This is an optimization exercise on Yosys and OpenROAD, whose aim is small area and a short achievable clock period, not a production implementation.
In this exercise RTL edits were held to simulation tests only and were not proved equivalent to the original.
No driver is modelled on the clock port, so clock power and skew are understated where the tree is cut down; a real chip needs a root buffer or a tree.
No activity file was given, so power comes from the tool's default toggle rates.

File: flow/run.sh
#!/bin/bash
# Own layout flow: the standard ORFS flow (standard.sh) with the standard
# synthesis unchanged, and these changes to the layout steps:
#  - before floorplanning, flow/downsize.tcl removes synthesis's buffers and
#    sets each logic cell to its smallest size, for the repair steps to
#    upsize where timing needs it;
#  - the port buffers are plain buffers (BUF_CELL) instead of the delay
#    cells that buffer_ports picks by default;
#  - clock tree synthesis adds no dummy loads (CTS_ARGS);
#  - after clock tree synthesis, flow/skew.tcl clocks the first register
#    stage from the root of the tree (useful skew for the paths between the
#    stages) and then runs the post-CTS timing repair itself.
# Each step's output goes to a log file in the work folder; ORFS's own logs
# stay under orfs/logs.
set -euo pipefail
HERE=$(cd "$(dirname "$0")" && pwd)
BUF_CELL=${BUF_CELL:-sky130_fd_sc_hd__buf_1}
CTS="-sink_clustering_enable -repair_clock_nets -dont_use_dummy_load"
export SKEW_CLOCK_NET=clk
bash standard.sh synth > synth.log 2>&1
bash standard.sh "PRE_FLOORPLAN_TCL=$HERE/downsize.tcl" \
  "BUFFER_PORTS_ARGS=-buffer_cell $BUF_CELL" "CTS_ARGS=$CTS" \
  SKIP_CTS_REPAIR_TIMING=1 "POST_CTS_TCL=$HERE/skew.tcl" finish > layout.log 2>&1
File: flow/downsize.tcl
# Before floorplanning: remove the buffers that synthesis inserted and set
# every combinational cell to the smallest library cell of the same function.
# The repair steps of the flow then buffer and upsize what the clock period
# needs. Registers keep their cells.
remove_buffers
set n_changed 0
foreach inst [[ord::get_db_block] getInsts] {
  set m [[$inst getMaster] getName]
  if {![regexp {^(sky130_fd_sc_hd__[a-z0-9]+)_([0-9]+)$} $m -> base drv]} { continue }
  if {[regexp {df|dl|sdf|edf|clk|conb|tap|fill|decap} $base]} { continue }
  set best ""
  set best_area 1e9
  foreach lc [get_lib_cells ${base}_*] {
    set name [get_name $lc]
    if {![regexp "^${base}_\[0-9\]+\$" $name]} { continue }
    if {[get_property $lc dont_use]} { continue }
    set a [get_property $lc area]
    if {$a < $best_area} { set best $name; set best_area $a }
  }
  if {$best ne "" && $best ne $m} {
    replace_cell [get_cells [$inst getName]] [get_lib_cells $best]
    incr n_changed
  }
}
puts "downsize: $n_changed cells changed"
File: flow/skew.tcl
# After clock tree synthesis: useful skew for the paths between the two
# register stages. The first stage's registers (those that capture the
# inputs: names matching first_stage_re) take their clock from a buffer of
# their own, driven by the clock port, so that they launch earlier into the
# logic between the stages; the second stage (the output registers) keeps
# the tree that clock tree synthesis built. This makes the input paths'
# timing worse, never better, and leaves the output paths' clock as the
# tree made it. Then setup and hold are repaired as the standard flow does
# after clock tree synthesis.
set first_stage_re {^(a_q|b_q|carry_q|func_q)}
set buf_master sky130_fd_sc_hd__clkbuf_16
set db [ord::get_db]
set block [ord::get_db_block]
set clk_net [$block findNet $::env(SKEW_CLOCK_NET)]

# the first stage's registers, and their centre
set regs {}
set sx 0
set sy 0
foreach inst [$block getInsts] {
  if {![regexp $first_stage_re [$inst getName]]} { continue }
  set it [$inst findITerm CLK]
  if {$it eq "NULL" || $it eq ""} { continue }
  lappend regs $inst
  set loc [$inst getLocation]
  set sx [expr {$sx + [lindex $loc 0]}]
  set sy [expr {$sy + [lindex $loc 1]}]
}
set n [llength $regs]
if {$n == 0} { error "skew.tcl: no first-stage registers" }

set master [$db findMaster $buf_master]
set buf [odb::dbInst_create $block $master clkbuf_stage1]
$buf setLocation [expr {$sx / $n}] [expr {$sy / $n}]
$buf setPlacementStatus PLACED
set net [odb::dbNet_create $block clknet_stage1]
$net setSigType CLOCK
foreach it [$buf getITerms] {
  if {[$it getIoType] eq "INPUT" && [[$it getMTerm] getSigType] ne "POWER" && [[$it getMTerm] getSigType] ne "GROUND"} {
    $it connect $clk_net
  } elseif {[$it getIoType] eq "OUTPUT"} {
    $it connect $net
  }
}
foreach inst $regs {
  set it [$inst findITerm CLK]
  $it disconnect
  $it connect $net
}
puts "skew.tcl: $n first-stage registers clocked by clkbuf_stage1 ($buf_master)"

# clock buffers left without loads
set changed 1
while {$changed} {
  set changed 0
  foreach inst [$block getInsts] {
    if {![string match "*clkbuf*" [[$inst getMaster] getName]]} { continue }
    foreach ot [$inst getITerms] {
      if {[$ot getIoType] ne "OUTPUT"} { continue }
      set onet [$ot getNet]
      if {$onet eq "NULL" || $onet eq ""} { continue }
      if {[llength [$onet getITerms]] <= 1 && [llength [$onet getBTerms]] == 0} {
        puts "skew.tcl: removing unloaded clock buffer [$inst getName]"
        foreach t [$inst getITerms] { $t disconnect }
        odb::dbInst_destroy $inst
        odb::dbNet_destroy $onet
        set changed 1
        break
      }
    }
    if {$changed} { break }
  }
}

set result [catch { detailed_placement } msg]
if { $result != 0 } { error "skew.tcl: detailed placement failed: $msg" }
estimate_parasitics -placement
report_clock_skew
report_clock_latency
repair_timing_helper
set result [catch { detailed_placement } msg]
if { $result != 0 } { error "skew.tcl: detailed placement failed: $msg" }
check_placement -verbose
report_clock_skew
File: standard.sh
#!/bin/bash
# synth_recipe.tcl (not shown) runs the flow's synth.tcl, then flattens the netlist and writes it again
# the make line also repeats each setting of config.mk as NAME=value (left out here)
make -C /OpenROAD-flow-scripts/flow DESIGN_CONFIG=/design/flow/config.mk WORK_HOME=/design/flow/orfs CLKGATE_MAP_FILE= SYNTH_SCRIPT=/design/flow/synth_recipe.tcl "${@:-finish}"
File: config.mk
export PLATFORM = sky130hd
export DESIGN_NAME = alu_top
export DESIGN_NICKNAME = alu_top
export VERILOG_FILES = /design/flow/design.v
export SDC_FILE = /design/flow/constraint.sdc
export NUM_CORES = 4
export LEC_CHECK = 0
export CAP_MARGIN = 20
export CORE_MARGIN = 2
export CORE_UTILIZATION = 40
export SETUP_SLACK_MARGIN = 2.2
export SLEW_MARGIN = 20
export SYNTH_HIERARCHICAL = 1
File: constraint.sdc
create_clock -name core_clock -period 4.0 [get_ports {clk}]
set_input_delay 0.8000 -clock core_clock [delete_from_list [all_inputs] [get_ports {clk}]]
set_output_delay 0.8000 -clock core_clock [all_outputs]
set_load 0.01 [all_outputs]
File: design.v
module c_inv (input logic a, output logic y);
    assign y = ~a;
endmodule
module c_and2 (input logic a, input logic b, output logic y);
    assign y = a & b;
endmodule
module c_nand2 (input logic a, input logic b, output logic y);
    assign y = ~(a & b);
endmodule
module c_nor2 (input logic a, input logic b, output logic y);
    assign y = ~(a | b);
endmodule
module c_nand3 (input logic a, input logic b, input logic c, output logic y);
    assign y = ~(a & b & c);
endmodule
module c_nand4 (input logic a, input logic b, input logic c, input logic d, output logic y);
    assign y = ~(a & b & c & d);
endmodule
module c_mux2i (input logic a0, input logic a1, input logic s, output logic y);
    assign y = ~(s ? a1 : a0);
endmodule
module c_mux2 (input logic a0, input logic a1, input logic s, output logic y);
    assign y = s ? a1 : a0;
endmodule
module c_xor2 (input logic a, input logic b, output logic y);
    assign y = a ^ b;
endmodule
module c_xnor2 (input logic a, input logic b, output logic y);
    assign y = ~(a ^ b);
endmodule
module c_aoi22 (input logic a1, input logic a2, input logic b1, input logic b2, output logic y);
    assign y = ~((a1 & a2) | (b1 & b2));
endmodule
module c_aoi222 (
        input logic a1, input logic a2, input logic b1, input logic b2,
        input logic c1, input logic c2, output logic y
    );
    assign y = ~((a1 & a2) | (b1 & b2) | (c1 & c2));
endmodule
module c_oai222 (
        input logic a1, input logic a2, input logic b1, input logic b2,
        input logic c1, input logic c2, output logic y
    );
    assign y = ~((a1 | a2) & (b1 | b2) & (c1 | c2));
endmodule
module c_nand4b (input logic an, input logic b, input logic c, input logic d, output logic y);
    assign y = ~(~an & b & c & d);
endmodule
module c_merge_t (input logic g, input logic p, input logic gj, output logic gn);
    assign gn = ~(g | (p & gj));
endmodule
module c_merge_f (input logic gn, input logic pn, input logic gjn, output logic g);
    assign g = ~(gn & (pn | gjn));
endmodule
module d_and3nnp (input logic a, input logic b, input logic c, output logic y);
    assign y = ~a & ~b & c;
endmodule
module d_and2np (input logic a, input logic b, output logic y);
    assign y = ~a & b;
endmodule
module d_or2np (input logic a, input logic b, output logic y);
    assign y = ~a | b;
endmodule
module d_nor2 (input logic a, input logic b, output logic y);
    assign y = ~(a | b);
endmodule
module d_nor3 (input logic a, input logic b, input logic c, output logic y);
    assign y = ~(a | b | c);
endmodule
module d_and4nnnp (input logic a, input logic b, input logic c, input logic d, output logic y);
    assign y = ~a & ~b & ~c & d;
endmodule
module d_and4nnpp (input logic a, input logic b, input logic c, input logic d, output logic y);
    assign y = ~a & ~b & c & d;
endmodule
module d_and4nppp (input logic a, input logic b, input logic c, input logic d, output logic y);
    assign y = ~a & b & c & d;
endmodule
module alu_prep (
        input  logic [11:0] b_in,
        input  logic        carry_in,
        input  logic [2:0]  func_code,
        output logic [11:0] bx,
        output logic        cxn
    );
    wire sub;
    d_and3nnp ds (.a(func_code[2]), .b(func_code[1]), .c(func_code[0]), .y(sub));
    genvar i;
    generate
        for (i = 0; i < 12; i++) begin : bits
            c_xor2 x (.a(b_in[i]), .b(sub), .y(bx[i]));
        end
    endgenerate
    wire arith, cn, e;
    d_nor2 da (.a(func_code[2]), .b(func_code[1]), .y(arith));
    c_xnor2 xc (.a(carry_in), .b(sub), .y(cn));
    c_xor2 xe (.a(b_in[1]), .b(func_code[0]), .y(e));
    c_mux2 xm (.a0(e), .a1(cn), .s(arith), .y(cxn));
endmodule
module alu_s2 (
        input  logic [2:0] func_code,
        input  logic [3:0] n,
        output logic [2:0] s2
    );
    wire       rot = (func_code[2:1] == 2'b01);
    wire       dir = func_code[0];
    wire [1:0] q = n[3:2];
    wire       nz = |n[1:0];
    logic [1:0] q1;
    always_comb begin
        case ({dir, nz, q})
            4'b0001, 4'b0101: q1 = 2'd1;
            4'b0010, 4'b0110: q1 = 2'd2;
            4'b1001: q1 = 2'd2;
            4'b1010: q1 = 2'd1;
            4'b1100: q1 = 2'd2;
            4'b1101: q1 = 2'd1;
            default: q1 = 2'd0;
        endcase
    end
    wire rot_zero = (q == 2'd3) & nz;
    assign s2 = (rot && !rot_zero) ? (3'b001 << q1) : 3'b000;
endmodule
module alu_dec (
        input  logic [2:0] func_code,
        input  logic [3:0] n,
        input  logic       e,
        output logic       sub,
        output logic       arith,
        output logic       add,
        output logic       tpn,
        output logic       tgn,
        output logic       tnn,
        output logic [3:0] s1,
        output logic [2:0] s2
    );
    wire [2:0] f = func_code;
    d_and3nnp  dsu (.a(f[2]), .b(f[1]), .c(f[0]), .y(sub));
    d_nor2     dar (.a(f[2]), .b(f[1]), .y(arith));
    d_nor3     dad (.a(f[2]), .b(f[1]), .c(f[0]), .y(add));
    d_or2np    dtp (.a(f[2]), .b(f[0]), .y(tpn));
    wire e10;
    c_xor2     dx10 (.a(f[1]), .b(f[0]), .y(e10));
    c_nand2    dtg (.a(f[2]), .b(e10), .y(tgn));
    c_nand3    dtn (.a(f[2]), .b(f[1]), .c(f[0]), .y(tnn));
    d_and4nnnp ds0 (.a(f[2]), .b(n[1]), .c(n[0]), .d(f[1]), .y(s1[0]));
    d_and4nnpp ds1 (.a(f[2]), .b(e), .c(f[1]), .d(n[0]), .y(s1[1]));
    d_and4nnpp ds2 (.a(f[2]), .b(n[0]), .c(f[1]), .d(n[1]), .y(s1[2]));
    d_and4nppp ds3 (.a(f[2]), .b(f[1]), .c(n[0]), .d(e), .y(s1[3]));
    alu_s2     ds2s (.func_code(f), .n(n), .s2(s2));
endmodule
module alu_carry (
        input  logic [11:0] gn,
        input  logic [11:0] tn,
        input  logic        cn,
        output logic [12:0] cy
    );
    wire gg1;
    c_merge_f u_gg1 (.gn(gn[0]), .pn(tn[0]), .gjn(cn), .g(gg1));
    wire gg2;
    c_merge_f u_gg2 (.gn(gn[2]), .pn(tn[2]), .gjn(gn[1]), .g(gg2));
    wire pp3;
    c_nor2 u_pp3 (.a(tn[2]), .b(tn[1]), .y(pp3));
    wire gg4;
    c_merge_f u_gg4 (.gn(gn[4]), .pn(tn[4]), .gjn(gn[3]), .g(gg4));
    wire pp5;
    c_nor2 u_pp5 (.a(tn[4]), .b(tn[3]), .y(pp5));
    wire gg6;
    c_merge_f u_gg6 (.gn(gn[6]), .pn(tn[6]), .gjn(gn[5]), .g(gg6));
    wire pp7;
    c_nor2 u_pp7 (.a(tn[6]), .b(tn[5]), .y(pp7));
    wire gg8;
    c_merge_f u_gg8 (.gn(gn[8]), .pn(tn[8]), .gjn(gn[7]), .g(gg8));
    wire pp9;
    c_nor2 u_pp9 (.a(tn[8]), .b(tn[7]), .y(pp9));
    wire gg10;
    c_merge_f u_gg10 (.gn(gn[10]), .pn(tn[10]), .gjn(gn[9]), .g(gg10));
    wire pp11;
    c_nor2 u_pp11 (.a(tn[10]), .b(tn[9]), .y(pp11));
    wire ni12;
    c_inv u_ni12 (.a(gg1), .y(ni12));
    wire gg13;
    c_merge_f u_gg13 (.gn(gn[1]), .pn(tn[1]), .gjn(ni12), .g(gg13));
    wire gg14;
    c_merge_t u_gg14 (.g(gg2), .p(pp3), .gj(gg1), .gn(gg14));
    wire ni15;
    c_inv u_ni15 (.a(gg4), .y(ni15));
    wire ni16;
    c_inv u_ni16 (.a(pp5), .y(ni16));
    wire gg17;
    c_merge_f u_gg17 (.gn(gn[5]), .pn(tn[5]), .gjn(ni15), .g(gg17));
    wire pp18;
    c_nor2 u_pp18 (.a(tn[5]), .b(ni16), .y(pp18));
    wire gg19;
    c_merge_t u_gg19 (.g(gg6), .p(pp7), .gj(gg4), .gn(gg19));
    wire pp20;
    c_nand2 u_pp20 (.a(pp7), .b(pp5), .y(pp20));
    wire ni21;
    c_inv u_ni21 (.a(gg8), .y(ni21));
    wire ni22;
    c_inv u_ni22 (.a(pp9), .y(ni22));
    wire gg23;
    c_merge_f u_gg23 (.gn(gn[9]), .pn(tn[9]), .gjn(ni21), .g(gg23));
    wire pp24;
    c_nor2 u_pp24 (.a(tn[9]), .b(ni22), .y(pp24));
    wire gg25;
    c_merge_t u_gg25 (.g(gg10), .p(pp11), .gj(gg8), .gn(gg25));
    wire pp26;
    c_nand2 u_pp26 (.a(pp11), .b(pp9), .y(pp26));
    wire gg27;
    c_merge_f u_gg27 (.gn(gn[3]), .pn(tn[3]), .gjn(gg14), .g(gg27));
    wire ni28;
    c_inv u_ni28 (.a(gg14), .y(ni28));
    wire gg29;
    c_merge_t u_gg29 (.g(gg4), .p(pp5), .gj(ni28), .gn(gg29));
    wire gg30;
    c_merge_t u_gg30 (.g(gg17), .p(pp18), .gj(ni28), .gn(gg30));
    wire gg31;
    c_merge_f u_gg31 (.gn(gg19), .pn(pp20), .gjn(gg14), .g(gg31));
    wire gg32;
    c_merge_f u_gg32 (.gn(gn[11]), .pn(tn[11]), .gjn(gg25), .g(gg32));
    wire pp33;
    c_nor2 u_pp33 (.a(tn[11]), .b(pp26), .y(pp33));
    wire ni34;
    c_inv u_ni34 (.a(gg31), .y(ni34));
    wire gg35;
    c_merge_f u_gg35 (.gn(gn[7]), .pn(tn[7]), .gjn(ni34), .g(gg35));
    wire gg36;
    c_merge_t u_gg36 (.g(gg8), .p(pp9), .gj(gg31), .gn(gg36));
    wire gg37;
    c_merge_t u_gg37 (.g(gg23), .p(pp24), .gj(gg31), .gn(gg37));
    wire gg38;
    c_merge_f u_gg38 (.gn(gg25), .pn(pp26), .gjn(ni34), .g(gg38));
    wire gg39;
    c_merge_t u_gg39 (.g(gg32), .p(pp33), .gj(gg31), .gn(gg39));
    assign cy[0] = cn;
    assign cy[1] = gg1;
    assign cy[2] = gg13;
    assign cy[3] = gg14;
    assign cy[4] = gg27;
    assign cy[5] = gg29;
    assign cy[6] = gg30;
    assign cy[7] = gg31;
    assign cy[8] = gg35;
    assign cy[9] = gg36;
    assign cy[10] = gg37;
    assign cy[11] = gg38;
    assign cy[12] = gg39;
endmodule
module alu_equ (input logic [11:0] pn, input logic sub, output logic equ);
    assign equ = sub ? ~(|pn) : (&pn);
endmodule
module alu (
        input logic [11:0] a_in,
        input logic [11:0] bx,
        input logic cxn,
        input logic [2:0] func_code,
        output logic [11:0] a_out,
        output logic carry_out,
        output logic equ_out,
        output logic overflow_out
    );
    localparam logic [12:0] CY_INV = 13'b1011001101001;
    wire sub, arith, add, tpn, tgn, tnn;
    wire [3:0] s1;
    wire [2:0] s2;
    alu_dec dec (
        .func_code(func_code), .n(bx[3:0]), .e(cxn), .sub(sub), .arith(arith), .add(add),
        .tpn(tpn), .tgn(tgn), .tnn(tnn), .s1(s1), .s2(s2)
    );
    wire [11:0] pn, gn, tn, s, t, u, v, r1, rn, rm, lg;
    wire [12:0] cy;
    genvar i;
    generate
        for (i = 0; i < 12; i++) begin : pg
            c_xnor2 hp (.a(a_in[i]), .b(bx[i]), .y(pn[i]));
            c_nand2 hg (.a(a_in[i]), .b(bx[i]), .y(gn[i]));
            c_nor2  ht (.a(a_in[i]), .b(bx[i]), .y(tn[i]));
        end
    endgenerate
    alu_carry carries (.gn(gn), .tn(tn), .cn(cxn), .cy(cy));
    c_xor2 sm0 (.a(pn[0]), .b(cy[0]), .y(s[0]));
    c_xnor2 sm1 (.a(pn[1]), .b(cy[1]), .y(s[1]));
    c_xnor2 sm2 (.a(pn[2]), .b(cy[2]), .y(s[2]));
    c_xor2 sm3 (.a(pn[3]), .b(cy[3]), .y(s[3]));
    c_xnor2 sm4 (.a(pn[4]), .b(cy[4]), .y(s[4]));
    c_xor2 sm5 (.a(pn[5]), .b(cy[5]), .y(s[5]));
    c_xor2 sm6 (.a(pn[6]), .b(cy[6]), .y(s[6]));
    c_xnor2 sm7 (.a(pn[7]), .b(cy[7]), .y(s[7]));
    c_xnor2 sm8 (.a(pn[8]), .b(cy[8]), .y(s[8]));
    c_xor2 sm9 (.a(pn[9]), .b(cy[9]), .y(s[9]));
    c_xor2 sm10 (.a(pn[10]), .b(cy[10]), .y(s[10]));
    c_xnor2 sm11 (.a(pn[11]), .b(cy[11]), .y(s[11]));
    generate
        for (i = 0; i < 12; i++) begin : outs
            c_aoi22 ru (.a1(s1[0]), .a2(a_in[i]), .b1(s1[1]), .b2(a_in[(i + 11) % 12]), .y(u[i]));
            c_aoi22 rv (.a1(s1[2]), .a2(a_in[(i + 10) % 12]), .b1(s1[3]), .b2(a_in[(i + 9) % 12]), .y(v[i]));
            c_nand2 r1o (.a(u[i]), .b(v[i]), .y(r1[i]));
            c_aoi22 r2a (.a1(s2[0]), .a2(r1[i]), .b1(s2[1]), .b2(r1[(i + 8) % 12]), .y(rn[i]));
            c_nand2 r2b (.a(s2[2]), .b(r1[(i + 4) % 12]), .y(rm[i]));
            c_oai222 lo (.a1(tpn), .a2(pn[i]), .b1(tgn), .b2(gn[i]), .c1(tnn), .c2(a_in[i]), .y(lg[i]));
            c_nand2 sg (.a(arith), .b(s[i]), .y(t[i]));
            c_nand4b o (.an(lg[i]), .b(t[i]), .c(rn[i]), .d(rm[i]), .y(a_out[i]));
        end
    endgenerate
    alu_equ eq (.pn(pn), .sub(sub), .equ(equ_out));
    wire ov0n, ov1n, addn, subn;
    c_nand2   ova (.a(arith), .b(tn[11]), .y(ov1n));
    d_or2np   ovb (.a(arith), .b(gn[11]), .y(ov0n));
    c_inv     cia (.a(add), .y(addn));
    c_inv     cis (.a(sub), .y(subn));
    c_mux2i   ovm (.a0(ov0n), .a1(ov1n), .s(cy[11]), .y(overflow_out));
    c_mux2i   com (.a0(addn), .a1(subn), .s(cy[12]), .y(carry_out));
endmodule
module alu_top (
        input  logic        clk,
        input  logic [11:0] a_in,
        input  logic [11:0] b_in,
        input  logic        carry_in,
        input  logic [2:0]  func_code,
        output logic [11:0] a_out,
        output logic        carry_out,
        output logic        equ_out,
        output logic        overflow_out
    );
    logic [11:0] a_q, b_q;
    logic        carry_q;
    logic [2:0]  func_q;
    wire  [11:0] bx;
    wire         cxn;
    wire  [11:0] res;
    wire         res_carry, res_equ, res_overflow;
    alu_prep core_prep (
        .b_in(b_in), .carry_in(carry_in), .func_code(func_code), .bx(bx), .cxn(cxn)
    );
    always_ff @(posedge clk) begin
        a_q     <= a_in;
        b_q     <= bx;
        carry_q <= cxn;
        func_q  <= func_code;
    end
    alu core_alu (
        .a_in(a_q), .bx(b_q), .cxn(carry_q), .func_code(func_q),
        .a_out(res), .carry_out(res_carry), .equ_out(res_equ), .overflow_out(res_overflow)
    );
    always_ff @(posedge clk) begin
        a_out        <= res;
        carry_out    <= res_carry;
        equ_out      <= res_equ;
        overflow_out <= res_overflow;
    end
endmodule
==> run notes, run 1 <==
max-cap violation count 0; post-route ant nets 0; Setup-failing EPs final 0; placed cell count 419; Critical Path Source Type flip-flop; Placement Rows 28; worst-path maximum fanout 9; post-layout power around 1100 uW; final critical-path required period between 1500 and 2000 ps; Core Box Area about 0.0059 mm^2; final wirelength between 6 and 7 mm; die height 82.3 um; worst-margin pin slew just under 1000 ps; Mapped Nets 329; Die Wd 82.3 um; IO buf count 43; commonest non-fill, non-tap cell in the layout nand2_1; clock transition at the registers of the reported paths roughly 110 ps; number of global-route vias before repair around 2200; CP Capture Type flip-flop; Syn Std Cell Area ~0.0025 mm^2; Synthesis Warnings 8; first-pass GRT wire length around 11 mm; P per Cell Area between 300 and 400 mW/mm^2; status finished clean; total grt overflow 0; DRC 0; share of layout cells above drive strength 1 slightly above 10%; average size of a mapped cell ~8.2 um^2; final cycle utilization of the critical path between 40% and 50%; P_leak approximately 0.0011 uW; VDD IR max roughly 0.37 mV; Pre-antenna DRT Iters 7; crit path DAT about 1900 ps; commonest non-fill, non-tap cells in the layout nand2_1, buf_1, a22oi_1; Final Hold Viols 0; RSZ-0062 raised after global routing yes; RePlAce Congestion between 0.8 and 0.9; hold slack 530 ps; largest net degree at the start of global routing 29; Post-Syn Instances 300; post-DR wirelength/cell about 16 um; post-DP HPWL 4.91 mm; final net count between 300 and 400; worst min path class flip-flop to flip-flop; via/cell ratio roughly 5.8; CP Data Required Time ~4100 ps; Clk Latency, worst-skew pair between 200 and 300 ps; flop2flop setup slack roughly 2300 ps; Initial DRC Count roughly 380; detailed-route via count between 2000 and 2500; TNS Setup 0 ps; worst-case clock skew between 90 and 100 ps; kind of critical path flip-flop to flip-flop; initial antenna violation count 0; die area between 0.006 and 0.007 mm^2; Initial Util 41.4%; f_max approximately 570 MHz; Top Ports 44; Syn-to-layout area delta 20.1%; Final Util 49.7%; Non-Filler Instances between 400 and 500; GRT Total Usage around a fifth; Slew HR roughly a third; # diodes 0; Slew Limit Fails 0; clk sink count between 40 and 50
-- critical path, cell delays in order, from the launching register on --
cell,delay [ps]
dfxtp_2,450
nor2_1,110
nor2_1,230
a21oi_4,110
o21ai_2,230
buf_4,150
a21oi_1,90
xor2_1,170
nand2_1,80
nand4b_1,100
-- where the power goes --
part	internal, uW	switching (uW)
Combinational	123	171
Clock	134	132
Sequential	476	45.5
-- stage by stage --
step	setup WS (ps)	area (um^2)
finish	2250	2940
global route	2160	2940
detailed placement	1770	2740
global placement	1830	2740
floorplan	2120	2480
-- area by class of cell, clock buffers not listed --
type	count	area, um^2
Timing Repair Buffer	51	221
Fill cell	600	2980
Sequential cell	43	878
Buffer	1	25.0
Tap cell	75	93.8
Inverter	10	37.5
Multi-Input combinational cell	247	1630
-- flip-flops by register name (all words and copies together) (netlist names) --
register	flops
a_out	12
a_q	12
b_q	12
carry_out	1
carry_q	1
equ_out	1
func_q	3
overflow_out	1
-- worst paths after layout --
check	startpoint	cells past startpoint	endpoint
worst min register to register	b_q[11]	3	overflow_out
worst max-delay path	b_q[2]	9	a_out[10]
worst max register to register	b_q[2]	9	a_out[10]
worst min-delay path	b_q[11]	3	overflow_out
-- per-layer routing --
metal	vias to the layer above	routed length [um]	global-route usage, %
met2	143	3010	31.9
met4	0	132	6.17
met5	-	0	0
met1	1129	3010	28.8
met3	14	587	4.13
li1	1212	-	-
==> run 2, diff against run 1 <==
--- a/config.mk
+++ b/config.mk
@@ -10,3 +10,3 @@
 export CORE_UTILIZATION = 40
-export SETUP_SLACK_MARGIN = 2.2
+export SETUP_SLACK_MARGIN = 2.3
 export SLEW_MARGIN = 20
==> run 2 against run 1 <==
Against the previous run:
- fmax rose by 5.4%
- register-to-register slack improved by 90 ps
- combinational power rose by 3%
- sequential power barely moved
- power rose by 0.39%
- setup slack improved by 89 ps
- largest cell class unchanged
==> run notes, run 2 <==
logic gate share of total power 27.9% (+0.7 points); detailed-route via count 2464 (-1.4%); Syn-to-layout area delta 23.2%; final net count 388 (+0.26%); worst-margin pin slew 1070 ps (+96.3 ps); Synthesis Warnings 8 (unchanged); switching portion of total power 32.2% (about the same); Initial DRC Count 325 (-15%); via/cell ratio 5.70 (-1.6%); post-DP HPWL 4.89 mm (-0.38%); P_leak 0.00112 uW (+1.2%); f_max 602 MHz (+5.4%); final wirelength 6.69 mm (-0.89%); CP Data Required Time 4210 ps (+70 ps); clk sink count 43 (unchanged); DRC 0 (unchanged); number of global-route vias before repair 2053 (-5.0%); Regs by FF count a_out x12, a_q x12, b_q x12; commonest non-fill, non-tap cell in the layout nand2_1; die height 82.3 um (unchanged); fillers 594 (-1.0%); kind of critical path flip-flop to flip-flop; worst-path maximum fanout 9 (unchanged); final critical-path required period 1660 ps (-88.9 ps); RePlAce Congestion 0.933 (+8.7%); P per Cell Area 360 mW/mm^2 (-2.1%); Final Hold Viols 0 (unchanged); Core Box Area 0.00592 mm^2 (unchanged); hold path cells 3 (unchanged); Die Wd 82.3 um (unchanged); die area 0.00677 mm^2 (unchanged); post-layout power 1090 uW (+0.39%); Placement Rows 28 (unchanged); multi-input logic area 0.00167 mm^2 (+2.6%); FF-to-FF path depth 9 (unchanged); Slew Limit Fails 0 (unchanged); sequential cell fraction of total power 47.9% (-0.3 points); # diodes 0 (unchanged); Internal 736 uW (+0.37%); Clk Latency, worst-skew pair 270 ps (about the same); Slew HR 28.3% (-6.4 points); worst min path class flip-flop to flip-flop; final cycle utilization of the critical path 41.5% (-2.2 points); first-pass GRT wire length 10.4 mm (-3.1%); post-route ant nets 0 (unchanged); share of layout cells above drive strength 1 13.7% (+3.3 points); clock transition at the registers of the reported paths 100 ps (about the same); Post-Syn Instances 300 (unchanged); IO buf count 43 (unchanged); post-DR wirelength/cell 15.5 um (-1.1%); crit path DAT 1870 ps (-20 ps); Syn Std Cell Area 0.00245 mm^2 (unchanged); largest net degree at the start of global routing 29 (unchanged); Net Sw Power 350 uW (+0.44%); initial antenna violation count 0 (unchanged); VDD IR max 0.295 mV (-21%); Reg area 905 um^2 (+3.0%); Setup-failing EPs final 0 (unchanged); worst-case clock skew 108 ps (+11.6 ps); GRT Total Usage 20.0% (-0.63 points); RSZ-0062 raised after global routing yes; TNS Setup 0 ps (unchanged); status finished clean; CP Capture Type flip-flop; max-cap violation count 0 (unchanged); clock network power share 24.2% (-0.4 points); Top Ports 44 (unchanged); Initial Util 41.4% (unchanged); commonest non-fill, non-tap cells in the layout nand2_1, buf_1, a22oi_1; Critical Path Source Type flip-flop; Mapped Nets 329 (unchanged); Pre-antenna DRT Iters 6 (-1); average size of a mapped cell 8.17 um^2 (unchanged); total grt overflow 0 (unchanged)
[run 2: power by group through the flow]
stage	registers (uW)	logic [uW]	clock network, uW
detailed placement	527	269	0
floorplan	531	183	0
global route	528	332	289
finish	520	303	263
global placement	527	269	0
[run 2: worst paths after layout]
path	start	end	slack, ps
worst min register to register	b_q[11]	overflow_out	540
worst max-delay path	b_q[0]	a_out[8]	2340
worst min-delay path	b_q[11]	overflow_out	540
worst max register to register	b_q[0]	a_out[8]	2340
[run 2: stage by stage]
stage | hold slack, ps | cell area [um^2] | setup slack [ps] | std cells | util (%)
after floorplan | 560 | 2480 | 2150 | 300 | -
after global placement | 609 | 2740 | 1870 | 418 | 46.2
after detailed placement | 608 | 2740 | 1790 | 418 | 46.2
after global routing | 560 | 3020 | 2250 | 432 | 51.0
final | 537 | 3020 | 2340 | 432 | 51.0
[run 2: worst max-delay path, stage by stage (launching register included)]
cell and delay (ps):
dfxtp_4 430, nor2_1 80, o21ai_2 220, a21oi_4 120, o21ai_4 200, inv_1 110
o21ai_1 160, xnor2_1 170, nand2_1 80, nand4b_1 130
[run 2: final cells by class, clock buffers not listed]
cell class	instances	area share, %
repair buffers	52	7.58
multi-input cells	247	55.4
plain buffers	1	0.829
well taps	75	3.11
inverters	10	1.24
flip-flops and latches	43	30.0
[run 2: metal layers]
metal	GRT usage (%)	vias to the layer above	wire length, um
met5	0	-	0
met4	8.50	0	188
met3	4.46	15	516
met2	29.6	111	3000
met1	27.8	1122	2980
li1	-	1216	-
==> run 3, diff against run 2 <==
--- a/config.mk
+++ b/config.mk
@@ -10,3 +10,3 @@
 export CORE_UTILIZATION = 40
-export SETUP_SLACK_MARGIN = 2.3
+export SETUP_SLACK_MARGIN = 2.5
 export SLEW_MARGIN = 20
==> run 3 against run 2 <==
Against the previous run:
- power up 7.8%
- via count rose by 3.3%
- still clean
- final area is 13% higher
- combinational power grew 26%
- register-to-register slack improved by 70 ps
- setup slack improved by 68 ps
- utilization grew 6.4 points
- clock skew is 6.6 ps lower
==> run notes, run 3 <==
clock transition at the registers of the reported paths 110 ps (about the same); largest net degree at the start of global routing 29 (unchanged); f_max 628 MHz (+4.3%); # diodes 0 (unchanged); final wirelength 7.08 mm (+5.9%); commonest non-fill, non-tap cell in the layout nand2_1; Cell Area, Placed 0.00279 mm^2 (+2.0%); Syn Std Cell Area 0.00245 mm^2 (unchanged); GRT Total Usage 21.3% (+1.3 points); Met1 Routed Length 3.16 mm (+6.0%); Syn-to-layout area delta 38.6%; share of layout cells above drive strength 1 32.9% (+19 points); post-route ant nets 0 (unchanged); Die Wd 82.3 um (unchanged); die area 0.00677 mm^2 (unchanged); Final Hold Viols 0 (unchanged); worst-case clock skew 102 ps (-6.65 ps); via/cell ratio 5.67 (-0.58%); Slew Limit Fails 0 (unchanged); status finished clean; crit path DAT 1690 ps (-180 ps); post-DR wirelength/cell 15.8 um (+1.9%); Initial Util 41.4% (unchanged); final net count 405 (+4.4%); max-cap violation count 0 (unchanged); hold slack 563 ps (+25.6 ps); worst min path class flip-flop to flip-flop; worst-path maximum fanout 7 (-2); first-pass GRT wire length 10.9 mm (+4.9%); reg-to-reg endpoint a_out[8]; total grt overflow 0 (unchanged); Pre-antenna DRT Iters 5 (-1); Critical Path Slowest Stage Cell dfxtp_4; final critical-path required period 1590 ps (-68.0 ps); Core Box Area 0.00592 mm^2 (unchanged); kind of critical path flip-flop to flip-flop; Initial DRC Count 326 (+0.31%); CP Data Required Time 4090 ps (-120 ps); detailed-route via count 2546 (+3.3%); Post-Syn Instances 300 (unchanged); CP cell instances nor2_4 -> o21ai_4 -> a21oi_4 -> o21ai_4 -> inv_2 -> o21ai_2 -> xnor2_1 -> nand2_1 -> nand4b_1; launch point of the worst path b_q[0]; Top Ports 44 (unchanged); Regs by FF count a_out x12, a_q x12, b_q x12; WL met3 409 um (-21%); flop2flop setup slack 2410 ps (+70 ps); average size of a mapped cell 8.17 um^2 (unchanged); Non-Filler Instances 449 (+3.9%); die height 82.3 um (unchanged); worst reg2reg startpoint b_q[0]; Mapped Nets 329 (unchanged); number of global-route vias before repair 2203 (+7.3%); top routing layer in use met4; RSZ-0062 raised after global routing yes; TNS Setup 0 ps (unchanged); Synthesis Warnings 8 (unchanged); DRC 0 (unchanged); most used cell, CP o21ai_4; placed cell count 418 (unchanged); final cycle utilization of the critical path 39.8% (-1.7 points); Placement Rows 28 (unchanged); Clk Latency, worst-skew pair 270 ps (about the same); worst-margin pin slew 626 ps (-445 ps); post-layout power 1170 uW (+7.8%); IO buf count 43 (unchanged); fin area 0.00340 mm^2 (+13%); P_leak 0.00129 uW (+15%); commonest non-fill, non-tap cells in the layout nand2_1, a22oi_1, buf_1; FF-to-FF path depth 9 (unchanged); VDD IR max 0.232 mV (-21%); Critical Path Source Type flip-flop; post-DP HPWL 4.80 mm (-1.7%); DR WL met2 3.35 mm (+11%); P per Cell Area 345 mW/mm^2 (-4.2%); CP Capture Type flip-flop; clk sink count 43 (unchanged); Setup-failing EPs final 0 (unchanged); Slew HR 58.2% (+30 points); crit path to a_out[8]; CP peak stage delay 420 ps (about the same); initial antenna violation count 0 (unchanged); RePlAce Congestion 0.871 (-6.7%)
## run 3: how the worst min path moves through the flow
stage | start | to | slack [ps] | depth (start not counted)
2_1_floorplan | b_q[11] | overflow_out | 560 | 3
3_3_place_gp | b_q[11] | overflow_out | 590 | 3
3_5_place_dp | b_q[11] | overflow_out | 600 | 3
5_1_grt | b_q[11] | overflow_out | 610 | 3
6_report | b_q[11] | overflow_out | 560 | 3
## run 3: area by class of cell, clock buffers not listed
type / instances / area [um^2]
fillers: 537 / 2520
repair buffers: 69 / 449
plain buffers: 1 / 25.0
multi-input cells: 247 / 1810
inverters: 10 / 37.5
well taps: 75 / 93.8
flip-flops and latches: 43 / 927
## run 3: per-stage QoR
step                util (%)  setup slack [ps]
floorplan                  -              2150
global placement        47.1              1800
detailed placement      47.1              1760
global route            57.4              2330
finish                  57.4              2410
## run 3: metal layers
metal,global-route usage (%),vias up
met1,29.7,1180
met4,8.17,0
met3,3.15,14
li1,-,1251
met5,0,-
met2,33.0,101
## run 3: report_power, final
group	leakage [uW]	switching [uW]	internal [uW]
clock	0.0000411	137	134
sequential	0.000367	41.8	476
combinational	0.000879	203	179
total	0.00129	382	789
## run 3: critical path: cells and delay by family (launching register included)
family,cells,cell delay (ps)
AO/OA/AOI/OAI,4,640
flip-flops,1,420
AND/OR/NAND/NOR,3,270
buffers and inverters,1,90
XOR/XNOR,1,90
==> run 4, diff against run 3 <==
--- a/config.mk
+++ b/config.mk
@@ -10,3 +10,3 @@
 export CORE_UTILIZATION = 40
-export SETUP_SLACK_MARGIN = 2.5
+export SETUP_SLACK_MARGIN = 2.45
 export SLEW_MARGIN = 20
==> run 4 against run 3 <==
Against the previous run:
- still clean on timing, DRC and antenna
- hold slack improved by 19 ps
- first-iteration DRC count fell by 35%
- power decreased by 2.8%
- clock power down 3%
- critical path depth did not move
- via count up 2.6%
- clock skew grew 2.3 ps
- combinational power down 6.3%
- setup slack improved by 33 ps
- global-route usage down 0.85 points
- largest power group unchanged
==> run notes, run 4 <==
status finished clean; via/cell ratio 5.80 (+2.3%); Critical Path Slowest Stage Cell dfxtp_4; die height 82.3 um (unchanged); post-DP HPWL 4.85 mm (+1.1%); Placement Rows 28 (unchanged); P_leak 0.00124 uW (-3.4%); final cycle utilization of the critical path 39.0% (-0.82 points); Post-Syn Instances 300 (unchanged); detailed-route via count 2611 (+2.6%); commonest non-fill, non-tap cell in the layout nand2_1; kind of critical path flip-flop to flip-flop; CP cell instances nor2_4 -> o21ai_4 -> a21oi_4 -> o21ai_4 -> inv_2 -> o21ai_2 -> xnor2_1 -> nand2_1 -> nand4b_1; worst min path class flip-flop to flip-flop; average size of a mapped cell 8.17 um^2 (unchanged); share of layout cells above drive strength 1 27.7% (-5.2 points); Synthesis Warnings 8 (unchanged); Slew HR 59.0% (+0.80 points); RSZ-0062 raised after global routing yes; clock transition at the registers of the reported paths 110 ps (about the same); fillers 566 (+5.4%); Critical Path Source Type flip-flop; CP peak stage delay 420 ps (about the same); final worst setup slack 2440 ps (+32.6 ps); CP Data Required Time 4100 ps (about the same); RePlAce Congestion 0.903 (+3.7%); total grt overflow 0 (unchanged); Mapped Nets 329 (unchanged); P per Cell Area 344 mW/mm^2 (-0.30%); TNS Setup 0 ps (unchanged); commonest non-fill, non-tap cells in the layout nand2_1, buf_1, a22oi_1; family with the most delay on the worst path compound AO/OA/AOI/OAI gates; final wirelength 7.09 mm (about the same); Top Ports 44 (unchanged); GRT Total Usage 20.5% (-0.85 points); IO buf count 43 (unchanged); Core Box Area 0.00592 mm^2 (unchanged); number of global-route vias before repair 2157 (-2.1%); DRC 0 (unchanged); most used cell, CP o21ai_4; die area 0.00677 mm^2 (unchanged); first-pass GRT wire length 10.5 mm (-3.6%); Initial Util 41.4% (unchanged); post-DR wirelength/cell 15.7 um (-0.12%); Regs by FF count a_out x12, a_q x12, b_q x12; initial antenna violation count 0 (unchanged); Pre-antenna DRT Iters 8 (+3); VDD IR max 0.186 mV (-20%); final net count 406 (+0.25%); Setup-failing EPs final 0 (unchanged); Buf/Inv on CP 1 (unchanged); worst-path maximum fanout 7 (unchanged); Clk Latency, worst-skew pair 260 ps (about the same); Final Hold Viols 0 (unchanged); Initial DRC Count 212 (-35%); CP Capture Type flip-flop; crit path DAT 1660 ps (-30 ps); Final Util 56.0% (-1.4 points); largest net degree at the start of global routing 29 (unchanged); fin area 0.00331 mm^2 (-2.5%); Slew Limit Fails 0 (unchanged); post-route ant nets 0 (unchanged); Syn-to-layout area delta 35.2%; Cell Area, Placed 0.00278 mm^2 (-0.45%); f_max 641 MHz (+2.1%); dpl ws 1750 ps (-12.1 ps); # diodes 0 (unchanged); worst-case clock skew 104 ps (+2.27 ps); final critical-path required period 1560 ps (-32.6 ps); Syn Std Cell Area 0.00245 mm^2 (unchanged); worst-margin pin slew 614 ps (-12.0 ps); Die Wd 82.3 um (unchanged); max-cap violation count 0 (unchanged); clk sink count 43 (unchanged)
-- run 4: changes by cell type in the layout (fill, tap and decap cells not counted), sizes merged --
| cell | change |
|---|---|
| clkbuf | +5 |
| buf | -4 |
-- run 4: worst register-to-register path: stages, from the launching register on --
cell and delay [ps]:
dfxtp_4 420, nor2_4 60, o21ai_4 170, a21oi_4 100, o21ai_4 200, inv_2 80, o21ai_2 140, xnor2_1 100
nand2_1 80, nand4b_1 150
-- run 4: path summary, 6_finish.rpt --
path	cells after the start	from	slack, ps	endpoint
worst max-delay path	9	b_q[0]	2440	a_out[8]
worst min-delay path	3	func_q[0]	580	carry_out
worst max register to register	9	b_q[0]	2440	a_out[8]
worst min register to register	3	func_q[0]	580	carry_out
-- run 4: through the flow --
step / total power (uW) / std cells / hold WS [ps]
after global placement: 803 / 418 / 585
after global routing: 1200 / 450 / 619
after floorplan: 722 / 300 / 560
final: 1140 / 450 / 581
after detailed placement: 806 / 418 / 612
-- run 4: power by group --
part	internal, uW	total [uW]	switching, uW
sequential	473	515	42.5
clock	134	265	131
combinational	160	358	198
total	767	1140	372
-- run 4: area by class of cell, clock buffers not listed --
class | count | area [um^2] | area share, %
sequential | 43 | 921 | 27.8
multi-input combinational | 247 | 1790 | 54.1
inverter | 10 | 37.5 | 1.13
tap | 75 | 93.8 | 2.83
buffer | 1 | 25.0 | 0.755
timing repair buffer | 70 | 388 | 11.7
-- run 4: metal layers --
metal | wire length, um | global-route usage [%]
met4 | 116 | 8.17
met5 | 0 | 0
met1 | 3040 | 27.2
met3 | 514 | 3.70
met2 | 3410 | 32.7
==> run 5, diff against run 4 <==
--- a/config.mk
+++ b/config.mk
@@ -10,3 +10,3 @@
 export CORE_UTILIZATION = 40
-export SETUP_SLACK_MARGIN = 2.45
+export SETUP_SLACK_MARGIN = 2.4
 export SLEW_MARGIN = 20
==> run 5 against run 4 <==
Against the previous run:
- still clean
- sequential cell count stayed put
- final cell count is 2.2% lower
- combinational power is 6.4% lower
- final area is 4.2% lower
- critical path depth is 1 lower
- die area stayed put
- register-to-register slack hardly changed
- critical path type unchanged
- largest cell class unchanged
==> run notes, run 5 <==
status finished clean; IO buf count 43 (unchanged); Slew Limit Fails 0 (unchanged); post-route ant nets 0 (unchanged); f_max 645 MHz (+0.56%); clk sink count 43 (unchanged); worst-margin pin slew 634 ps (+19.8 ps); Syn-to-layout area delta 29.6%; total grt overflow 0 (unchanged); commonest non-fill, non-tap cell in the layout nand2_1; RePlAce Congestion 0.889 (-1.6%); Initial Util 41.4% (unchanged); Pre-antenna DRT Iters 5 (-3); Synthesis Warnings 8 (unchanged); DRC 0 (unchanged); Syn Std Cell Area 0.00245 mm^2 (unchanged); Critical Path Slowest Stage Cell dfxtp_4; number of global-route vias before repair 2167 (+0.46%); P per Cell Area 350 mW/mm^2 (+1.8%); most used cell, CP nor2_2; final worst setup slack 2450 ps (+8.69 ps); Slew HR 57.7% (-1.3 points); dpl ws 1850 ps (+99.0 ps); largest net degree at the start of global routing 29 (unchanged); CP cell instances nor2_2 -> nor2_2 -> a21oi_4 -> inv_1 -> a21oi_1 -> xor2_1 -> nand2_1 -> nand4b_1; Top Ports 44 (unchanged); Mapped Nets 329 (unchanged); worst-path maximum fanout 8 (+1); via/cell ratio 5.78 (-0.43%); worst min path class flip-flop to flip-flop; die height 82.3 um (unchanged); Post-Syn Instances 300 (unchanged); final cycle utilization of the critical path 38.8% (-0.22 points); # diodes 0 (unchanged); P_leak 0.00117 uW (-5.8%); Regs by FF count a_out x12, a_q x12, b_q x12; post-DR wirelength/cell 15.5 um (-1.4%); CP Data Required Time 4210 ps (+110 ps); worst-case clock skew 112 ps (+8.11 ps); max-cap violation count 0 (unchanged); CP peak stage delay 400 ps (-20 ps); final net count 396 (-2.5%); Clk Latency, worst-skew pair 270 ps (about the same); RSZ-0062 raised after global routing yes; final critical-path required period 1550 ps (-8.69 ps); CP Capture Type flip-flop; fillers 580 (+2.5%); Core Box Area 0.00592 mm^2 (unchanged); commonest non-fill, non-tap cells in the layout nand2_1, buf_1, a22oi_1; family with the most delay on the worst path simple AND/OR/NAND/NOR gates; post-DP HPWL 4.87 mm (+0.27%); Critical Path Source Type flip-flop; Placement Rows 28 (unchanged); initial antenna violation count 0 (unchanged); GRT Total Usage 20.9% (+0.48 points); final wirelength 6.83 mm (-3.6%); crit path DAT 1770 ps (+110 ps); die area 0.00677 mm^2 (unchanged); share of layout cells above drive strength 1 20.3% (-7.5 points); TNS Setup 0 ps (unchanged); VDD IR max 0.266 mV (+43%); clock transition at the registers of the reported paths 100 ps (about the same); Final Hold Viols 0 (unchanged); Die Wd 82.3 um (unchanged); Initial DRC Count 157 (-26%); first-pass GRT wire length 10.9 mm (+3.6%); kind of critical path flip-flop to flip-flop; Setup-failing EPs final 0 (unchanged); detailed-route via count 2542 (-2.6%); average size of a mapped cell 8.17 um^2 (unchanged); Buf/Inv on CP 1 (unchanged)
## run 5: layer usage
metal  part of all wire, %  vias up  track usage, %  wire (um)
li1                      -     1227               -          -
met1                    46     1186            29.8       3180
met2                    45      114            31.0       3070
met3                   6.7       15            3.70        455
met4                   1.8        0            8.67        125
met5                     0        -               0          0
## run 5: where the power goes
part	switching (uW)	internal (uW)	total [uW]
Clock	128	134	262
Combinational	189	145	335
Sequential	40.5	473	514
## run 5: worst paths after layout
kind,from,end,slack (ps),cells past startpoint
setup reg to reg,b_q[2],a_out[5],2450,8
hold / removal,b_q[11],overflow_out,560,3
setup / recovery,b_q[2],a_out[5],2450,8
hold reg to reg,b_q[11],overflow_out,560,3
## run 5: metrics by stage
step                utilization [%]  cells  area, um^2  hold slack [ps]  total power (uW)
finish                         53.6    440        3180              565              1110
global route                   53.6    440        3180              612              1180
detailed placement             46.8    418        2770              611               803
global placement               46.8    418        2770              604               801
floorplan                         -    300        2520              560               721
## run 5: area by class of cell, clock buffers not listed
type / instances / area (um^2) / share of cell area [%]
flip-flops and latches: 43 / 912 / 28.7
plain buffers: 1 / 25.0 / 0.788
repair buffers: 60 / 314 / 9.89
multi-input cells: 247 / 1740 / 54.7
well taps: 75 / 93.8 / 2.96
inverters: 10 / 37.5 / 1.18
## run 5: worst register-to-register path, delay by kind of cell (launching register included)
| kind | cells | cell delay [ps] |
|---|---|---|
| AO/OA/AOI/OAI | 2 | 430 |
| XOR/XNOR | 1 | 190 |
| buffers and inverters | 1 | 110 |
| flip-flops | 1 | 400 |
| AND/OR/NAND/NOR | 4 | 480 |
==> run 6, diff against run 5 <==
--- a/flow/run.sh
+++ b/flow/run.sh
@@ -10,4 +10,6 @@
 #  - after clock tree synthesis, flow/skew.tcl clocks the first register
-#    stage from the root of the tree (useful skew for the paths between the
-#    stages) and then runs the post-CTS timing repair itself.
+#    stage from a buffer of its own (useful skew for the paths between the
+#    stages) and then runs the post-CTS timing repair itself;
+#  - setup repair only resizes and swaps pins (MOVES), without inserting
+#    buffers or cloning gates.
 # Each step's output goes to a log file in the work folder; ORFS's own logs
@@ -17,2 +19,3 @@
 BUF_CELL=${BUF_CELL:-sky130_fd_sc_hd__buf_1}
+MOVES=${MOVES:-unbuffer,sizeup,swap}
 CTS="-sink_clustering_enable -repair_clock_nets -dont_use_dummy_load"
@@ -22,2 +25,3 @@
   "BUFFER_PORTS_ARGS=-buffer_cell $BUF_CELL" "CTS_ARGS=$CTS" \
+  "SETUP_MOVE_SEQUENCE=$MOVES" SKIP_GATE_CLONING=1 \
   SKIP_CTS_REPAIR_TIMING=1 "POST_CTS_TCL=$HERE/skew.tcl" finish > layout.log 2>&1
==> run 6 against run 5 <==
Against the previous run:
- first-iteration DRC count is 64% higher
- synthesized area stayed put
- still clean
- sequential power is 1% higher
- highest routed layer unchanged
- utilization is 2.3 points lower
- clock power is 3% higher
==> run notes, run 6 <==
CP cell instances buf_8 -> nor3b_4 -> xnor2_1 -> mux2_4; post-route ant nets 0 (unchanged); crit path DAT 1940 ps (+170 ps); clk sink count 43 (unchanged); worst min-delay path startpoint b_q[11]; reg-to-reg endpoint a_out[4]; Final Hold Viols 0 (unchanged); number of global-route vias before repair 2096 (-3.3%); Die Wd 82.3 um (unchanged); dpl ws 1850 ps (unchanged); Setup-failing EPs final 0 (unchanged); total grt overflow 0 (unchanged); f_max 533 MHz (-17%); RSZ-0062 raised after global routing yes; detailed-route via count 2463 (-3.1%); DRC 0 (unchanged); Cell Area, Placed 0.00277 mm^2 (unchanged); worst-case clock skew 111 ps (-0.664 ps); family with the most delay on the worst path simple AND/OR/NAND/NOR gates; Buf/Inv on CP 1 (unchanged); Clk Latency, worst-skew pair 270 ps (about the same); commonest non-fill, non-tap cell in the layout nand2_1; first-pass GRT wire length 10.7 mm (-1.5%); kind of critical path input pin to flip-flop; Slew Limit Fails 0 (unchanged); worst reg2reg startpoint func_q[2]; final wirelength 6.65 mm (-2.6%); final cycle utilization of the critical path 46.9% (+8.1 points); # diodes 0 (unchanged); Worst Hold End overflow_out; RePlAce Congestion 0.889 (unchanged); post-DR wirelength/cell 15.7 um (+1.3%); Syn Std Cell Area 0.00245 mm^2 (unchanged); flop2flop setup slack 2310 ps (-140 ps); commonest non-fill, non-tap cells in the layout nand2_1, buf_1, a22oi_1; Core Box Area 0.00592 mm^2 (unchanged); Slew HR 32.7% (-25 points); Post-Syn Instances 300 (unchanged); worst-path maximum fanout 13 (+5); Initial DRC Count 258 (+64%); VDD IR max 0.272 mV (+2.2%); average size of a mapped cell 8.17 um^2 (unchanged); fin area 0.00304 mm^2 (-4.2%); Initial Util 41.4% (unchanged); CP Capture Type flip-flop; hold slack 569 ps (+4.23 ps); die area 0.00677 mm^2 (unchanged); Top Ports 44 (unchanged); TNS Setup 0 ps (unchanged); final net count 379 (-4.3%); final worst setup slack 2130 ps (-323 ps); CP Data Required Time 4070 ps (-140 ps); clock transition at the registers of the reported paths 110 ps (about the same); Syn-to-layout area delta 24.1%; post-DP HPWL 4.87 mm (unchanged); DR WL met2 2.94 mm (-4.3%); Critical Path Source Type input pin; Mapped Nets 329 (unchanged); top routing layer in use met4; Synthesis Warnings 8 (unchanged); GRT Total Usage 20.7% (-0.23 points); Placement Rows 28 (unchanged); IO buf count 43 (unchanged); worst-margin pin slew 1010 ps (+372 ps); worst min path class flip-flop to flip-flop; CP peak stage delay 640 ps (+240 ps); Met1 Routed Length 3.10 mm (-2.3%); WL met3 506 um (+11%); max-cap violation count 0 (unchanged); largest net degree at the start of global routing 29 (unchanged); die height 82.3 um (unchanged); via/cell ratio 5.82 (+0.79%); status finished clean; hold path cells 3 (unchanged); Regs by FF count a_out x12, a_q x12, b_q x12; initial antenna violation count 0 (unchanged); share of layout cells above drive strength 1 16.1% (-4.2 points); P_leak 0.00110 uW (-5.8%); FF-to-FF path depth 5 (-3); Pre-antenna DRT Iters 5 (unchanged); Critical Path Slowest Stage Cell nor3b_4; final critical-path required period 1870 ps (+323 ps); P per Cell Area 360 mW/mm^2 (+3.0%)
[run 6: metal layers]
metal	vias up	GRT usage [%]
met3	14	2.83
met5	-	0
met2	133	31.2
li1	1196	-
met1	1120	29.8
met4	0	8.00
[run 6: worst max path at each step]
| stage | from | end | slack (ps) | cells past startpoint |
|---|---|---|---|---|
| after detailed placement | func_code[0] | carry_q | 1850 | 4 |
| after global placement | func_code[0] | carry_q | 1890 | 4 |
| final | func_code[2] | carry_q | 2130 | 4 |
| after floorplan | func_code[2] | carry_q | 2150 | 3 |
| after global routing | func_code[2] | carry_q | 2050 | 4 |
[run 6: area by class of cell, clock buffers not listed]
| type | count | area [um^2] |
|---|---|---|
| fill | 582 | 2880 |
| multi-input combinational | 247 | 1740 |
| sequential | 43 | 897 |
| timing repair buffer | 43 | 191 |
| tap | 75 | 93.8 |
| inverter | 10 | 37.5 |
| buffer | 1 | 25.0 |
[run 6: worst reg2reg max path, stage by stage (launching register included)]
cell and delay, ps:
dfxtp_4 410, nor4b_4 690, a22oi_1 220, nand2_1 190
a22oi_1 110, nand4b_1 100
[run 6: report_power, final]
part	internal [uW]	switching, uW
clock	134	135
sequential	475	46.6
combinational	127	178
total	736	360
[run 6: through the flow]
step | cells | util (%) | power (uW)
detailed placement | 418 | 46.8 | 803
global placement | 418 | 46.8 | 801
finish | 423 | 51.4 | 1100
global route | 423 | 51.4 | 1160
floorplan | 300 | - | 721

-- static timing again, ports no longer ideal --
The results above use ideal ports. As a check the final layouts listed here were re-extracted and re-timed, cells and wires unchanged.
Step 1 sets driving cells, clkbuf_16 on the clock port and buf_2 on the other inputs (assumed; they add their load-dependent delay and slew).
Step 2 also shifts input and output timing later by t, the mid clock arrival at the registers, as if the neighbouring blocks saw the same clock.
Slacks: ideal ports / drivers / drivers and shift; pairs: ideal ports / drivers.
run | t (ns) | setup WS [ns] | worst setup path after step 2 | worst data-port slew with drivers (ns) | cell pins on the clock port's net
run 1 | 0.253 | 2.250 / 2.251 / 2.251 | register to register | 0.03 | 2
run 2 | 0.253 | 2.339 / 2.339 / 2.202 | input to register | 0.03 | 2
run 3 | 0.261 | 2.407 / 2.408 / 2.287 | input to register | 0.05 | 2
run 4 | 0.254 | 2.440 / 2.440 / 2.296 | input to register | 0.03 | 2
run 5 | 0.254 | 2.449 / 2.436 / 2.292 | input to register | 0.03 | 2
run 6 | 0.258 | 2.125 / 2.118 / 1.860 | input to register | 0.06 | 2
After both steps every run listed still meets setup and hold. The setup slack of run 6, which loses most, moves by -0.007 ns with the drivers and by -0.265 ns with both steps.
